This design comes from an exercise in tuning for small area on the open sky130 flow, not from production work.
At most, simulation tests tie the RTL to the original design; equivalence was not proved.
The RTL of run 2 was laid out without a check of its function.
No activity file was given, so power comes from the tool's default toggle rates.

<file path="flow/config.mk">
export PLATFORM = sky130hd
export DESIGN_NAME = DUT
export DESIGN_NICKNAME = DUT
export VERILOG_FILES = /design/flow/design.v
export SDC_FILE = /design/flow/constraint.sdc
export NUM_CORES = 4
export LEC_CHECK = 0
export CAP_MARGIN = 20
export CORE_MARGIN = 2
export CORE_UTILIZATION = 40
export SLEW_MARGIN = 20
</file>
<file path="flow/constraint.sdc">
create_clock -name core_clock -period 5.0 [get_ports {CLK}]
set_input_delay 1.0000 -clock core_clock [delete_from_list [all_inputs] [get_ports {CLK}]]
set_output_delay 1.0000 -clock core_clock [all_outputs]
set_load 0.01 [all_outputs]
</file>
<file path="flow/design.v">
`timescale 1ns / 1ps
module ControlUnit(CLK, RST, START,
	IN_PRICE_CH, IN_MONEY, IN_PRICE_ADMIN, IN_PRICE_ADMIN_END, IN_MONEY_ENTER,
	KIND, NUM_ZERO, GE_PRICE, GE1000, GE500, GE100, GE50,
	OUT);
input CLK, RST, START;
input IN_PRICE_CH;
input [0:1] IN_MONEY;
input IN_PRICE_ADMIN, IN_PRICE_ADMIN_END, IN_MONEY_ENTER;
input KIND, NUM_ZERO, GE_PRICE, GE1000, GE500, GE100, GE50;
output [0:22] OUT;
localparam [4:0]
	IDLE              = 5'b00000,
	START_STATE       = 5'b00001,
	PRICE_ADMIN       = 5'b00010,
	MONEY_INPUT       = 5'b00011,
	PRICE_DOWN_JUICE0 = 5'b00100,
	PRICE_UP_JUICE0   = 5'b00101,
	PRICE_DOWN_JUICE1 = 5'b00110,
	PRICE_UP_JUICE1   = 5'b00111,
	MONEY_50UP        = 5'b01000,
	MONEY_100UP       = 5'b01001,
	MONEY_500UP       = 5'b01010,
	MONEY_1000UP      = 5'b01011,
	MONEY_RETURN_1000 = 5'b01100,
	MONEY_RETURN_500  = 5'b01101,
	MONEY_RETURN_100  = 5'b01110,
	MONEY_RETURN_50   = 5'b01111,
	MONEY_JUDGE       = 5'b10000,
	JUICE0_OUT_READY  = 5'b10001,
	JUICE0_OUT_SUC    = 5'b10010,
	JUICE1_OUT_READY  = 5'b10101,
	JUICE1_OUT_SUC    = 5'b10110,
	MONEY_RETURN      = 5'b11000,
	END_STATE         = 5'b11001;
reg [4:0] state, next_state;
always @* begin
	case(state)
		IDLE:					next_state = START ? START_STATE : IDLE;
		START_STATE:		next_state = IN_PRICE_ADMIN ? PRICE_ADMIN : MONEY_INPUT;
		PRICE_ADMIN:		next_state = {3'b001, KIND, IN_PRICE_CH};
		PRICE_DOWN_JUICE0,
		PRICE_UP_JUICE0,
		PRICE_DOWN_JUICE1,
		PRICE_UP_JUICE1:	next_state = IN_PRICE_ADMIN_END ? START_STATE : PRICE_ADMIN;
		MONEY_INPUT:		next_state = IN_MONEY_ENTER ? MONEY_JUDGE : {3'b010, IN_MONEY};
		MONEY_50UP,
		MONEY_100UP,
		MONEY_500UP,
		MONEY_1000UP:		next_state = MONEY_INPUT;
		MONEY_JUDGE:		next_state = (NUM_ZERO | ~GE_PRICE) ? MONEY_RETURN :
									(KIND ? JUICE1_OUT_READY : JUICE0_OUT_READY);
		JUICE0_OUT_READY:	next_state = JUICE0_OUT_SUC;
		JUICE1_OUT_READY:	next_state = JUICE1_OUT_SUC;
		JUICE0_OUT_SUC,
		JUICE1_OUT_SUC:	next_state = MONEY_JUDGE;
		MONEY_RETURN:		next_state = GE1000 ? MONEY_RETURN_1000 :
									GE500 ? MONEY_RETURN_500 :
									GE100 ? MONEY_RETURN_100 :
									GE50 ? MONEY_RETURN_50 : END_STATE;
		MONEY_RETURN_1000,
		MONEY_RETURN_500,
		MONEY_RETURN_100,
		MONEY_RETURN_50:	next_state = MONEY_RETURN;
		default:				next_state = IDLE;
	endcase
end
always @(posedge CLK) begin
	if(RST)	state <= IDLE;
	else		state <= next_state;
end
assign OUT[0]  = state == IDLE;
assign OUT[1]  = state == START_STATE;
assign OUT[2]  = state == PRICE_ADMIN;
assign OUT[3]  = state == PRICE_DOWN_JUICE0;
assign OUT[4]  = state == PRICE_UP_JUICE0;
assign OUT[5]  = state == PRICE_DOWN_JUICE1;
assign OUT[6]  = state == PRICE_UP_JUICE1;
assign OUT[7]  = state == MONEY_INPUT;
assign OUT[8]  = state == MONEY_50UP;
assign OUT[9]  = state == MONEY_100UP;
assign OUT[10] = state == MONEY_500UP;
assign OUT[11] = state == MONEY_1000UP;
assign OUT[12] = state == MONEY_JUDGE;
assign OUT[13] = state == JUICE0_OUT_READY;
assign OUT[14] = state == JUICE0_OUT_SUC;
assign OUT[15] = state == JUICE1_OUT_READY;
assign OUT[16] = state == JUICE1_OUT_SUC;
assign OUT[17] = state == MONEY_RETURN;
assign OUT[18] = state == MONEY_RETURN_1000;
assign OUT[19] = state == MONEY_RETURN_500;
assign OUT[20] = state == MONEY_RETURN_100;
assign OUT[21] = state == MONEY_RETURN_50;
assign OUT[22] = state == END_STATE;
endmodule
`timescale 1ns / 1ps
module MONEY_REG(CLK, RST, S, Q0, Q1, KIND, M, SUM, GE_PRICE, GE1000, GE500, GE100, GE50);
input CLK, RST;
input [0:22] S;
input [13:0] Q0, Q1;
input KIND;
output reg [14:0] M;
output [14:0] SUM;
output GE_PRICE, GE1000, GE500, GE100, GE50;
wire price_op = S[3] | S[4] | S[5] | S[6];
wire sel1 = S[5] | S[6] | (KIND & ~(S[3] | S[4]));
wire [13:0] qs = sel1 ? Q1 : Q0;
wire [14:0] a = price_op ? {qs, 1'b0} : M;
reg [14:0] b;
reg cin;
always @* begin
	b = 15'd0;
	cin = 1'b0;
	if(S[11])					b = 15'd500;
	else if(S[10])				b = 15'd250;
	else if(S[9] | S[4] | S[6])	b = 15'd50;
	else if(S[8])				b = 15'd25;
	else if(S[18])				b = 15'h7e0c;	 
	else if(S[19])				b = 15'h7f06;	 
	else if(S[20] | S[3] | S[5])	b = 15'h7fce;	 
	else if(S[21])				b = 15'h7fe7;	 
	else begin
		b = ~{qs, 1'b0};			 
		cin = 1'b1;
	end
end
wire [15:0] c;
assign c[0] = cin;
genvar i;
generate for(i = 0; i < 15; i = i + 1) begin : rca
	assign SUM[i] = a[i] ^ b[i] ^ c[i];
	assign c[i+1] = (a[i] & b[i]) | (c[i] & (a[i] ^ b[i]));
end endgenerate
assign GE_PRICE = c[15];	 
wire upd = S[8] | S[9] | S[10] | S[11] | S[18] | S[19] | S[20] | S[21] | S[14] | S[16];
always @(posedge CLK) begin
	if(RST | S[1])	M <= 15'd0;
	else if(upd)	M <= SUM;
end
assign GE1000 = (|M[14:9]) | (M[8] & M[7] & M[6] & M[5] & M[4] & (M[3] | M[2]));
assign GE500  = (|M[14:8]) | (M[7] & M[6] & M[5] & M[4] & M[3] & (M[2] | M[1]));
assign GE100  = (|M[14:6]) | (M[5] & M[4] & (M[3] | M[2] | M[1]));
assign GE50   = (|M[14:5]) | (M[4] & M[3] & (M[2] | M[1] | M[0]));
endmodule
`timescale 1ns / 1ps
module PRICE_REG(CLK, LOAD, SAVE, IN, Q);
input CLK;
input LOAD, SAVE;
input [13:0] IN;
output reg [13:0] Q;
always @(posedge CLK) begin
	if(LOAD)			Q <= 14'd50;
	else if(SAVE)	Q <= IN;
end
endmodule
`timescale 1ns / 1ps
module JUICE_NUM_REG(CLK, IN, SAVE, DEC, RST, OUT
    );
input CLK;
input [0:2] IN;
input SAVE, DEC, RST;
output reg [0:2] OUT;
always @(posedge CLK) begin
	if(RST) 			OUT <= 0;
	else if(SAVE)	OUT <= IN;
	else if(DEC)	OUT <= OUT - 1;
end
endmodule
`timescale 1ns / 1ps
module JUICE_KIND_REG(CLK, IN, SAVE, RST, OUT
    );
input CLK, IN, SAVE, RST;
output reg OUT;
always @(posedge CLK) begin
	if(RST) OUT <= 0;
	else if(SAVE) OUT <= IN;
end
endmodule
`timescale 1ns / 1ps
module DUT( RST,
				START,
				CLK,
				IN_MONEY,
				IN_PRICE_CH,
				IN_KIND,
				IN_NUM,
				IN_PRICE_ADMIN,
				IN_PRICE_ADMIN_END,
				IN_MONEY_ENTER,
				OUT_MONEY,
				OUT_JUICE0_MADE,
				OUT_JUICE1_MADE,
				END,
				OUT_1000WON,
				OUT_500WON,
				OUT_100WON,
				OUT_50WON,
				OUT_JUICE0_PRICE,
				OUT_JUICE1_PRICE,
				OUT_CU_SIGNAL
    );
input RST, START, CLK;
input [0:1] IN_MONEY;
input IN_PRICE_CH, IN_KIND;
input [0:2] IN_NUM;
input IN_PRICE_ADMIN, IN_PRICE_ADMIN_END, IN_MONEY_ENTER;
output [0:15] OUT_MONEY;
output OUT_JUICE0_MADE, OUT_JUICE1_MADE, END;
output OUT_1000WON, OUT_500WON, OUT_100WON, OUT_50WON;
output [0:15] OUT_JUICE0_PRICE;
output [0:15] OUT_JUICE1_PRICE;
output [0:22] OUT_CU_SIGNAL;
wire [14:0] m, sum;
wire [13:0] q0, q1;
wire [2:0] num;
wire kind;
wire [0:22] s;
wire ge_price, ge1000, ge500, ge100, ge50;
ControlUnit CU(.CLK(CLK), .RST(RST), .START(START),
	.IN_PRICE_CH(IN_PRICE_CH), .IN_MONEY(IN_MONEY), .IN_PRICE_ADMIN(IN_PRICE_ADMIN),
	.IN_PRICE_ADMIN_END(IN_PRICE_ADMIN_END), .IN_MONEY_ENTER(IN_MONEY_ENTER),
	.KIND(kind), .NUM_ZERO(num == 3'd0), .GE_PRICE(ge_price),
	.GE1000(ge1000), .GE500(ge500), .GE100(ge100), .GE50(ge50),
	.OUT(s));
MONEY_REG money(.CLK(CLK), .RST(RST), .S(s), .Q0(q0), .Q1(q1), .KIND(kind),
	.M(m), .SUM(sum), .GE_PRICE(ge_price), .GE1000(ge1000), .GE500(ge500), .GE100(ge100), .GE50(ge50));
PRICE_REG price0(.CLK(CLK), .LOAD(RST | s[0]), .SAVE(s[3] | s[4]), .IN(sum[14:1]), .Q(q0));
PRICE_REG price1(.CLK(CLK), .LOAD(RST | s[0]), .SAVE(s[5] | s[6]), .IN(sum[14:1]), .Q(q1));
JUICE_NUM_REG juice_num(.CLK(CLK), .IN(IN_NUM), .SAVE(s[7]), .DEC(s[14] | s[16]),
	.RST(RST | s[1]), .OUT(num));
JUICE_KIND_REG juice_kind(.CLK(CLK), .IN(IN_KIND), .SAVE(s[7] | s[2]), .RST(RST | s[1]),
	.OUT(kind));
assign OUT_CU_SIGNAL = s;
assign OUT_MONEY = {m, 1'b0};
assign OUT_JUICE0_PRICE = {q0, 2'b00};
assign OUT_JUICE1_PRICE = {q1, 2'b00};
assign OUT_JUICE0_MADE = s[14];
assign OUT_JUICE1_MADE = s[16];
assign END = s[0];
assign OUT_1000WON = s[18];
assign OUT_500WON = s[19];
assign OUT_100WON = s[20];
assign OUT_50WON = s[21];
endmodule
</file>
<file path="flow/run.sh">
#!/bin/bash
# synth_recipe.tcl (not shown) runs the flow's synth.tcl, then flattens the netlist and writes it again
# the make line also repeats each setting of config.mk as NAME=value (left out here)
make -C /OpenROAD-flow-scripts/flow DESIGN_CONFIG=/design/flow/config.mk WORK_HOME=/design/flow/orfs CLKGATE_MAP_FILE= SYNTH_SCRIPT=/design/flow/synth_recipe.tcl finish
</file>
==> impl_metrics.toml, run 1 <==
[sta]
worstMarginPinSlew_ns = 0.969
setup_viol = 15
fin_skew_ns = 0.0156
rsz0062_at_grt = "true"
hold_slack_ns = 0.496
slew_violations = 0
fin_ws_ns = -1.56
hold_violations = 0
fmax_mhz = 152
timing.slew.headroom = 0.352
fin_tns_setup_ns = -14.81
min_period_ns = 6.56
period_share = 1.31

[worst_setup_path]
worstPathMaxFanout = 4
crit_path_end_kind = "register"
cp-startpoint = "CU.state[3]"
reg2reg_depth = 27
r2r_start = "CU.state[3]"
crit_type = "register to register"
cp.required_ns = 5.25
cp.arrival_ns = 6.81
cp_common_cell = "fa_2"
reg2reg_to = "CU.state[3]"
start_kind = "register"
crit_slowest_cell = "or3b_4"
r2r_slack_ns = -1.56
worst_path_largest_cell_delay_ns = 0.43

[global_routing]
grt_pass1_vias = 3669
track_usage = 0.256
grt_antenna_before_repair = 0
grt_max_degree = 23
grt_pass1_wl_um = 19600
overflow = 0

[floorplanning]
rows = 34
die_h_um = 97.6
dieWidth_um = 97.6
initial_utilization = 0.408
core_um2 = 8590
ioPinCount = 91
dieArea_um2 = 9520

[synth]
yosysWarnings = 5
yosysUniqueCellTypes = 58
async_flop_share = 0
synthCells = 453
synth_edf_count = 0
synth-seq-cells = 52
yosysTopAreaCell = "dfxtp_1"
yosys-top-cells-area = "dfxtp_1 30%, nand2_1 9.3%, fa_1 8.6%"
syn_area_um2 = 3500
synth_top_area_share = 0.297
synth_seq_area_share = 0.297
ys.flop_type = "dfxtp_1"
synth_area_per_cell_um2 = 7.73

[routing]
drcViolationCount = 0
vias = 3685
post_drt_wl_per_cell_um = 18.1
top_layer_used = "met4"
wl_um = 12100
detail_route.iter0.violations = 166
wl_met1_um = 5640
vias_per_cell = 5.49
ant_nets = 0
wl_met2_um = 5640
drt_pass1_iterations = 5
wl_met3_um = 637

[clock_network]
cts_max_level = 2
clock_insertion_delay_worst_skew_ns = 0.32
numCtsBuffers = 5
ctsRootBufferMaster = "clkbuf_8"
cts_hold_buf = 0
cts_buffer_depth = 2
cts_tree = "yes"
cts_sinks = 52
clk_pin_slew_ns = 0.10

[place]
gp_congestion = 0.954
place_inst = 661
dp_hpwl_um = 9100
post-place-ws_ns = -1.58
port_buffers = 85

[final_layout]
nets = 592
stdcell_count = 671
most-common-layout-cells = "85 x clkdlybuf4s50_1, 84 x nand2_1, 55 x buf_4"
syn_to_final_growth_pct = 40.2
drive_gt1_frac = 0.222
utilization = 0.571
final_common_cell = "clkdlybuf4s50_1"
num-fill-cells = 814
antennaDiodeCount = 0

[power]
p_int_mw = 1.24
power_switching_mw = 1.07
seqPwrFrac = 0.223
powerDensity_nw_per_um2 = 472
cellLeakagePower_nw = 1.79
pwr-share-clk = 0.111
pwr-share-comb = 0.666
p_sw_frac = 0.463
vdd_drop_max_mv = 0.259

[min_path]
min_path_cells = 2
min-delay-start = "price1.Q[8]"
min_path_type = "register to register"
whs_endpoint = "price1.Q[8]"

[outcome]
so.violations = "setup timing"
status = "finished with violations"

[job]
cap_violations = 0
[metal layers]
layer,track usage,vias up
li1,-,1755
met3,0.0295,16
met4,0.0620,0
met5,0,-
met1,0.366,1771
met2,0.415,143
[stage by stage]
step,cell area (um2),power (mW)
global placement,4720,1.97
CTS,4830,2.23
finish,4910,2.32
global route,4910,2.48
floorplan,3570,1.41
detailed placement,4720,1.97
[cells by family (layout without fill, tap and decap cells)]
| family | count (synthesis) | count (layout) | synth area share |
|---|---|---|---|
| fa+ha+maj | 17 | 17 | 0.0929 |
| mux | 31 | 31 | 0.0929 |
| flops | 52 | 52 | 0.297 |
| buf+inv | 59 | 165 | 0.0854 |
| compound gates | 109 | 109 | 0.195 |
| simple gates | 184 | 184 | 0.235 |
| other cells | 1 | 5 | 0.00107 |
[worst max-delay path, delay by kind of cell (launching register included)]
kind | cells | cell delay [ns]
AO/OA/AOI/OAI | 2 | 0.22
adder cells (fa/ha/maj) | 15 | 4.78
buffers and inverters | 7 | 0.48
flip-flops | 1 | 0.32
AND/OR/NAND/NOR | 3 | 0.70
[timing repair]
action,4_1_cts,5_1_grt
gates resized for setup,4,23
gates cloned,0,0
setup buffers,1,2
setup endpoints to repair,18,20
pin swaps,0,6
[layout make-up]
class / count / area [um2] / area share
inverter: 14 / 52.6 / 0.0107
sequential: 52 / 1040 / 0.212
multi-input combinational: 346 / 2300 / 0.468
clock inverter: 2 / 13.8 / 0.00280
timing repair buffer: 143 / 1300 / 0.264
tap: 108 / 135 / 0.0275
clock buffer: 6 / 72.6 / 0.0148
[cell usage after synthesis, drive strengths merged (4+ instances only)]
master / number
dfxtp: 52
nor2: 50
nor2b: 5
fa: 15
a211oi: 10
or2: 4
buf: 29
nand2: 87
clkbuf: 16
o21ai: 20
mux2: 12
a221oi: 4
nand3: 9
mux2i: 19
a21oi: 50
inv: 14
nand2b: 6
[registers in the layout, indices dropped and copies added (netlist names)]
register        count
money.M            15
price0.Q           14
price1.Q           14
CU.state            5
juice_num.OUT       3
juice_kind.OUT      1
[worst max path at each step]
stage / endpoint / depth (start not counted)
floorplan: CU.state[0] / 27
global route: CU.state[3] / 28
detailed placement: CU.state[0] / 25
CTS: CU.state[0] / 28
finish: CU.state[3] / 27
global placement: CU.state[0] / 25
[power groups by stage]
stage | Combinational (mW) | Sequential [mW] | Clock [mW]
after floorplan | 0.886 | 0.526 | 0
after CTS | 1.46 | 0.516 | 0.256
after detailed placement | 1.44 | 0.524 | 0
after global placement | 1.44 | 0.523 | 0
final | 1.54 | 0.518 | 0.257
after global routing | 1.68 | 0.525 | 0.272
==> inputs of run 2 (changes only) <==
--- a/flow/design.v
+++ b/flow/design.v
@@ -106,5 +106,5 @@
 wire sel1 = S[5] | S[6] | (KIND & ~(S[3] | S[4]));
 wire [13:0] qs = sel1 ? Q1 : Q0;
-wire [14:0] a = price_op ? {qs, 1'b0} : M;
+wire [14:0] a = M | ({15{price_op}} & {qs, 1'b0});
 reg [14:0] b;
 reg cin;
==> flow/flow/run.sh (new file) <==
#!/bin/bash
# Layout flow: the standard layout (standard.sh), with
#  - full/half adders left to abc as plain gates (no fa/ha cells), so the
#    carry chain meets the clock period;
#  - the input and output ports buffered with the platform's smallest buffer.
# Each tool's full output goes to ORFS's own per-step logs under orfs/logs;
# make's output goes to make.log here.
set -euo pipefail
export BUFFER_PORTS_ARGS="-buffer_cell sky130_fd_sc_hd__buf_1"
bash standard.sh ADDER_MAP_FILE= finish > make.log 2>&1
==> flow/standard.sh (new file) <==
#!/bin/bash
# synth_recipe.tcl (not shown) runs the flow's synth.tcl, then flattens the netlist and writes it again
# the make line also repeats each setting of config.mk as NAME=value (left out here)
make -C /OpenROAD-flow-scripts/flow DESIGN_CONFIG=/design/flow/config.mk WORK_HOME=/design/flow/orfs CLKGATE_MAP_FILE= SYNTH_SCRIPT=/design/flow/synth_recipe.tcl "${@:-finish}"
--- a/flow/config.mk
+++ b/flow/config.mk
@@ -6,4 +6,5 @@
 export NUM_CORES = 4
 export LEC_CHECK = 0
+export ABC_AREA = 1
 export CAP_MARGIN = 20
 export CORE_MARGIN = 2
removed: flow/run.sh
==> run 2 against run 1 <==
Net effect: now clean on timing, DRC and antenna; first-iteration DRC count grew 42%; non-clock buffer count shrank 57; register-to-register slack gained 2.5 ns; highest routed layer unchanged; critical path type unchanged; combinational power shrank 72%; critical endpoint is now price1.Q[13]; worst hold slack gained 0.0020 ns; sequential cell count is the same; die area grew 3.6%; sequential power shrank 13%.
==> impl_metrics.toml, run 2 <==
[synth]
synthCells = 585
synth-compound-area-share = 0.172
synthTopCellsByCount = "112 x inv_1, 110 x nand2_1, 61 x nor2_1, 52 x dfxtp_1, 39 x o21ai_0"
synth_edf_count = 0
synth_xor_area_frac = 0.0627
synth_top_area_share = 0.287
synth_seq_area_share = 0.287
synth_simple_gate_area_share = 0.311
yosysWarnings = 5
synth_top_family_by_area = "simple AND/OR/NAND/NOR gates"
yosysUniqueCellTypes = 36
synth_area_per_cell_um2 = 6.21
yosysTopAreaCell = "dfxtp_1"
synth_mux_area_frac = 0
async_flop_share = 0
synth-seq-cells = 52
ys.flop_type = "dfxtp_1"
syn_area_um2 = 3630
yosys-top-cells-area = "dfxtp_1 29%, inv_1 12%, nand2_1 11%"
synthAdderAreaFrac = 0
synth.most_common_cell = "inv_1"

[clock_network]
ctsRootBufferMaster = "clkbuf_8"
cts_buffer_depth = 2
cts-resized-gates = 0
cts_max_level = 2
clk_pin_slew_ns = 0.10
cts_hold_buf = 0
numCtsBuffers = 5
cts_tree = "yes"
clock_insertion_delay_worst_skew_ns = 0.30
cts_sinks = 52
post_cts_buffers = 0

[power]
powerDensity_nw_per_um2 = 281
cellLeakagePower_nw = 2.10
vdd_drop_max_mv = 0.167

[sta]
setup_viol = 0
min_period_ns = 4.07
period_share = 0.815
rsz0062_at_grt = "false"
slew_violations = 0
hold_slack_ns = 0.498
fin_tns_setup_ns = 0
hold_violations = 0
fmax_mhz = 246
worstMarginPinSlew_ns = 0.973
fin_skew_ns = 0.00543
timing.slew.headroom = 0.349

[final_layout]
drive_gt1_frac = 0.0930
syn_to_final_growth_pct = 11.5
multi_input_area_um2 = 2000
nets = 668
most-common-layout-cells = "112 x inv_1, 110 x nand2_1, 85 x buf_1"
reg_top3 = "money.M (15), price0.Q (14), price1.Q (14)"
final_common_cell = "inv_1"
antennaDiodeCount = 0
largest_register_ffs = 15
top_register = "money.M"
stdcell_count = 764
regArea_um2 = 1040
num-fill-cells = 947

[outcome]
status = "finished clean"

[routing]
ant_nets = 0
drt_pass1_iterations = 5
post_drt_wl_per_cell_um = 13.7
drcViolationCount = 0
vias_per_cell = 4.97
wl_um = 10500
vias = 3794
detail_route.iter0.violations = 236

[place]
dp_hpwl_um = 8270
gp_congestion = 0.942
place_inst = 756
port_buffers = 85

[worst_setup_path]
crit_slowest_cell = "dfxtp_1"
worst_path_largest_cell_delay_ns = 0.45
cp.arrival_ns = 4.33
cp_common_cell = "nand2_2"
cp.required_ns = 5.25
crit_path_end_kind = "register"
worstPathMaxFanout = 27
r2r_slack_ns = 0.93
crit_type = "register to register"
start_kind = "register"

[floorplanning]
die_h_um = 99.3
core_um2 = 8760
dieWidth_um = 99.3
dieArea_um2 = 9860
rows = 34
ioPinCount = 91
initial_utilization = 0.414

[global_routing]
grt_max_degree = 28
grt_antenna_before_repair = 0
track_usage = 0.213
overflow = 0
grt_pass1_wl_um = 16800
grt_pass1_vias = 3499

[min_path]
min_path_type = "register to register"

[job]
cap_violations = 0
==> run 2: changes by cell type in the layout (fill, tap and decap cells not counted), sizes merged, moves of 20 or more <==
cell / before / now
inv: 15 / 119
nand2: 87 / 140
o21ai: 20 / 48
buf: 58 / 86
clkdlybuf4s50: 85 / 0
a21oi: 50 / 30
==> run 2: worst paths after layout <==
kind	to	start	depth (start not counted)
worst min-delay path	juice_num.OUT[0]	juice_num.OUT[0]	2
worst max-delay path	price1.Q[13]	CU.state[2]	37
worst min register to register	juice_num.OUT[0]	juice_num.OUT[0]	2
worst max register to register	price1.Q[13]	CU.state[2]	37
==> run 2: cell families after synthesis <==
| family | after synthesis |
|---|---|
| compound gates | 107 |
| xor+xnor | 26 |
| other cells | 1 |
| buf+inv | 147 |
| flops | 52 |
| simple gates | 252 |
==> run 2: area by class of cell <==
class / count / share of cell area
clock inverter: 1 / 0.00185
multi-input combinational: 390 / 0.494
sequential: 52 / 0.257
timing repair buffer: 86 / 0.0807
tap: 108 / 0.0334
inverter: 120 / 0.111
clock buffer: 7 / 0.0213
==> run 2: critical path: cells and delay by family, from the launching register on <==
kind	cells	cell delay [ns]
AND/OR/NAND/NOR	30	2.76
flip-flops	1	0.45
AO/OA/AOI/OAI	3	0.32
XOR/XNOR	1	0.26
buffers and inverters	3	0.21
==> run 2: power breakdown <==
part           internal (mW)  switching, mW  total, mW
registers              0.431         0.0218      0.453
clock network          0.113          0.141      0.254
logic                  0.123          0.308      0.431
total                  0.667          0.471       1.14
==> run 2: routing by layer <==
layer  wire [um]  GRT usage
met5           0          0
met4         112     0.0443
met3         598     0.0365
met2        5030      0.369
met1        4710      0.277
==> run 2: metrics by stage <==
step / utilization / worst slack [ns] / area [um2] / total power, mW
2_1_floorplan: - / 1.71 / 3650 / 0.783
3_3_place_gp: 0.451 / 1.06 / 3960 / 0.885
3_5_place_dp: 0.451 / 0.924 / 3960 / 0.889
4_1_cts: 0.462 / 0.895 / 4050 / 1.15
5_1_grt: 0.462 / 0.492 / 4050 / 1.21
6_report: 0.462 / 0.927 / 4050 / 1.14

[separate check: timing with driven ports]
No port has a modelled driver above. Below, the same layouts with a new extraction and two added sets of constraints. Step 1 sets driving cells, clkbuf_16 on the clock port and buf_2 on the other inputs (assumed; they add their load-dependent delay and slew). Step 2 adds t to the input delays and takes it off the output delays; t is the mean of the earliest and latest rising clock arrival at the registers after step 1. Input paths then give back, and output paths get back, about the clock's delay inside the block. Three values: ideal ports, drivers, drivers and shift; two values: the first two.
| run | t (ns) | setup slack, ns | cell pins on the clock port's net |
|---|---|---|---|
| run 1 | 0.347 | -1.558 / -1.558 / -1.558 | 1 |
| run 2 | 0.327 | 0.927 / 0.927 / 0.927 | 1 |
